Background: an optimization exercise with open tools, aiming at small area. Do not read the settings as production practice. Only simulation tests tie the RTL to the original design; equivalence was not proved. Power figures rest on the tool's default switching activity, not on a simulated workload.

## v7
==> flow/design.v (excerpt) <==
module SisArrayMM #(
    parameter data_size = 16,
    parameter grid_size = 3
    ) (
    input  wire clk,
    input  wire reset,
    input  wire [data_size - 1 : 0] a1,
    input  wire [data_size - 1 : 0] a2,
    input  wire [data_size - 1 : 0] a3,
    input  wire [data_size - 1 : 0] b1,
    input  wire [data_size - 1 : 0] b2,
    input  wire [data_size - 1 : 0] b3,
    output wire [data_size - 1 : 0] c13,
    output wire [data_size - 1 : 0] c23,
    output wire [data_size - 1 : 0] c31,
    output wire [data_size - 1 : 0] c32,
    output wire [data_size - 1 : 0] c33
    );
    reg r1, r2;
    always @(posedge clk) begin
        r1 <= reset;
        r2 <= r1;
    end
    wire rz = reset | r1 | r2;
    reg [15:0] a1_1, a1_2, a2_1, b1_1, b1_2, b2_1;
    always @(posedge clk) begin
        a1_1 <= ~a1;
        a1_2 <= a1_1;
        a2_1 <= ~a2;
        b1_1 <= ~b1;
        b1_2 <= b1_1;
        b2_1 <= ~b2;
    end
    assign c23 = r23;
    assign c32 = r32;
    assign c33 = r33;
    wire [15:0] nb1 = ~b1, nb2 = ~b2, nb3 = ~b3;
    reg [15:0] r13;
    reg [15:0] r31;
    reg [16:0] p23;
    reg [15:0] r23;
    reg [16:0] p32;
    reg [15:0] r32;
    reg [17:0] q1;
    reg [15:0] q2;
    reg [15:0] r33;
    wire bo_1 = ~(a3[0] ^ 1'b0);
    wire bt_2 = ~((a3[1] ^ a3[0]) & (a3[0] ~^ 1'b0));
    wire bo_3 = ~(a3[2] ^ a3[1]);
    wire bt_4 = ~((a3[3] ^ a3[2]) & (a3[2] ~^ a3[1]));
    wire bo_5 = ~(a3[4] ^ a3[3]);
    wire bt_6 = ~((a3[5] ^ a3[4]) & (a3[4] ~^ a3[3]));
    wire bo_7 = ~(a3[6] ^ a3[5]);
    wire bt_8 = ~((a3[7] ^ a3[6]) & (a3[6] ~^ a3[5]));
  ...
Size in the first run: ~2500 cells after synthesis, ~250 flip-flops, about 180 I/O pins, about 27000 um^2 of cells after synthesis.
clock: 8.0 ns
lec_check: 0
cap_margin: 20
core_margin: 2
core_utilization: 75
cts_cluster_diameter: 100
cts_cluster_size: 24
slew_margin: 20
synth_hierarchical: 1
synth_minimum_keep_size: 0
standard.sh (not shown) runs the stock make flow with config.mk's settings and CLKGATE_MAP_FILE= SYNTH_SCRIPT=/design/flow/synth_recipe.tcl, a recipe that flattens the netlist after the stock synthesis.
==> flow/flow/run.sh <==
#!/bin/bash
# Layout flow: the standard ORFS flow (standard.sh), unchanged except
# that the port buffers that global placement inserts are sky130 buf_1
# cells instead of the default delay buffer (clkdlybuf4s50_1); the resizer
# still resizes them as timing and slew need.
set -uo pipefail
bash standard.sh synth > synth.log 2>&1 || exit 1
bash standard.sh "BUFFER_PORTS_ARGS=-buffer_cell sky130_fd_sc_hd__buf_1" finish > layout.log 2>&1
v7 | status: complete | timing, DRC, antenna: pass
The following lists how v41 was set up differently from v7:
- swapping 75 for 78 in CORE_UTILIZATION
==> comparison <==
Of the two values seen for first element of the critical path, a3[1] was produced by v41 and b1[0] by v7. Cell count along the critical path ended up 7 higher on v41 than on v7. The faster design of the two is v7; v41 tops out lower. Power consumption in v41 vs v7: up 0.000069 W. Compared with v7, v41 shows a higher wire length on met2. Relative to v7, minimum clock period has gone up in v41. Sequential share of layout area: v41 vs v7, no meaningful difference.
Here is what was changed in the inputs of v51 compared with v41.
- swapping 24 for 30 in CTS_CLUSTER_SIZE
- swapping 100 for 70 in CTS_CLUSTER_DIAMETER
- swapping 78 for 60 in CORE_UTILIZATION
Notes after the runs:
The area of the multi-input gates on v51 is in line with that on v41. Lower total routed wirelength among v51 and v41: v51. Diff v41 -> v51 | sequential share of cell area | decrease of 0.50 points. [v51] layout-stage area growth over the synthesis result rose 3.5 points relative to v41. Summary of v51 over v41: minimum period implied by the final worst setup slack moved down; total power of the final layout moved up. Comparing v51 and v41, count of clock-buffer cells in the layout is higher on v51. Looking at y dimension of the die, v51 sits 14% higher than v41 does. Against v41, the final cell area of v51 is higher. v51: full flow OK, the timing, DRC and antenna checks passed. Final cell count without fillers (v41 / v51): 0.945.
Relative to v51, the following input files were edited for v34:
- changing CTS_CLUSTER_SIZE from 30 to 24
- changing CTS_CLUSTER_DIAMETER from 70 to 100
- The vias per cell was comparable across v34 and v51.
- v34 reports a lower worst IR drop on VDD than v51 does.
- [compare] base=v51 new=v34: number of clock sinks held steady; setup slack of the critical path after layout went down; largest driver fanout on the critical path up 5; core utilization moved down.
- From v51 to v34 the numbers moved as follows: clock buffer instance count of the final layout decreased by 8 relative to the old numbers, area added between synthesis and finish went down, via count of the first global-routing pass lost 0.90%.

---

branch garnet:
Starting RTL as in the previous note.
==> flow/design.v (excerpt) <==
module SisArrayMM #(
    parameter data_size = 16,
    parameter grid_size = 3
    ) (
    input  wire clk,
    input  wire reset,
    input  wire [data_size - 1 : 0] a1,
    input  wire [data_size - 1 : 0] a2,
    input  wire [data_size - 1 : 0] a3,
    input  wire [data_size - 1 : 0] b1,
    input  wire [data_size - 1 : 0] b2,
    input  wire [data_size - 1 : 0] b3,
    output wire [data_size - 1 : 0] c13,
    output wire [data_size - 1 : 0] c23,
    output wire [data_size - 1 : 0] c31,
    output wire [data_size - 1 : 0] c32,
    output wire [data_size - 1 : 0] c33
    );
clock: 8.0 ns
lec_check: 0
cap_margin: 20
core_margin: 2
core_utilization: 75
cts_cluster_diameter: 80
cts_cluster_size: 28
slew_margin: 20
synth_hierarchical: 1
synth_minimum_keep_size: 0
Scripts as last shown in full above: flow/flow/run.sh
branch garnet: no failed stages, no open violations at the end
[inputs] branch maple vs branch garnet
# branch garnet
export LEC_CHECK = 0
export CAP_MARGIN = 20
export CORE_MARGIN = 2
export CORE_UTILIZATION = 75
export CTS_CLUSTER_DIAMETER = 80
export CTS_CLUSTER_SIZE = 28
export SLEW_MARGIN = 20
export SYNTH_HIERARCHICAL = 1
export SYNTH_MINIMUM_KEEP_SIZE = 0
create_clock -name core_clock -period 8.0 [get_ports {clk}]
# branch maple
export LEC_CHECK = 0
export CAP_MARGIN = 20
export CORE_MARGIN = 2
export CORE_UTILIZATION = 70
export CTS_CLUSTER_DIAMETER = 100
export CTS_CLUSTER_SIZE = 24
export SLEW_MARGIN = 20
export SYNTH_HIERARCHICAL = 1
export SYNTH_MINIMUM_KEEP_SIZE = 0
create_clock -name core_clock -period 8.0 [get_ports {clk}]
## What came out
branch maple: flow completed, timing, DRC and antenna clean. Comparing branch maple against branch garnet, there is no change at all in share of synthesized cell area in full adder, half adder and majority cells. Half-perimeter wire length of the detailed placement result for branch maple: 4.9% up relative to branch garnet. Against branch garnet as the reference, branch maple delivers a lower routability congestion estimate from global placement.

-- re-timing with driven ports --
In the flow no input, the clock included, has a driving cell. The finished layouts below were timed again as built, in two steps.
Step 1 sets driving cells, clkbuf_16 on the clock port and buf_2 on the other inputs (assumed; they add their load-dependent delay and slew).
Step 2 also shifts input and output timing later by t, the mid clock arrival at the registers, as if the neighbouring blocks saw the same clock.
a / b / c = ideal ports / drivers / drivers and shift; a / b = the first two.
run | t, ns | setup slack, ns | worst hold slack (ns) | slew at the worst register clock pin (ns) | cell pins on the clock port's net
v7 | 0.591 | 0.205 / 0.240 / -0.351 | 0.332 / 0.332 / 0.332 | 0.10 / 0.10 | 1
v41 | 0.588 | 0.174 / 0.202 / -0.386 | 0.332 / 0.332 / 0.332 | 0.11 / 0.11 | 1
v51 | 0.649 | 0.737 / 0.763 / 0.113 | 0.321 / 0.321 / 0.321 | 0.09 / 0.09 | 1
v34 | 0.597 | 0.672 / 0.710 / 0.113 | 0.310 / 0.310 / 0.310 | 0.11 / 0.11 | 1
branch garnet | 0.609 | 0.150 / 0.181 / -0.428 | 0.335 / 0.335 / 0.335 | 0.11 / 0.11 | 1
branch maple | 0.593 | 0.561 / 0.598 / 0.005 | 0.333 / 0.333 / 0.333 | 0.11 / 0.11 | 1
With both steps, setup timing fails in v7, v41 and branch garnet, where it was met with ideal ports. For v51, which loses most, drivers alone change the setup slack by +0.026 ns; drivers and shift together by -0.624 ns.
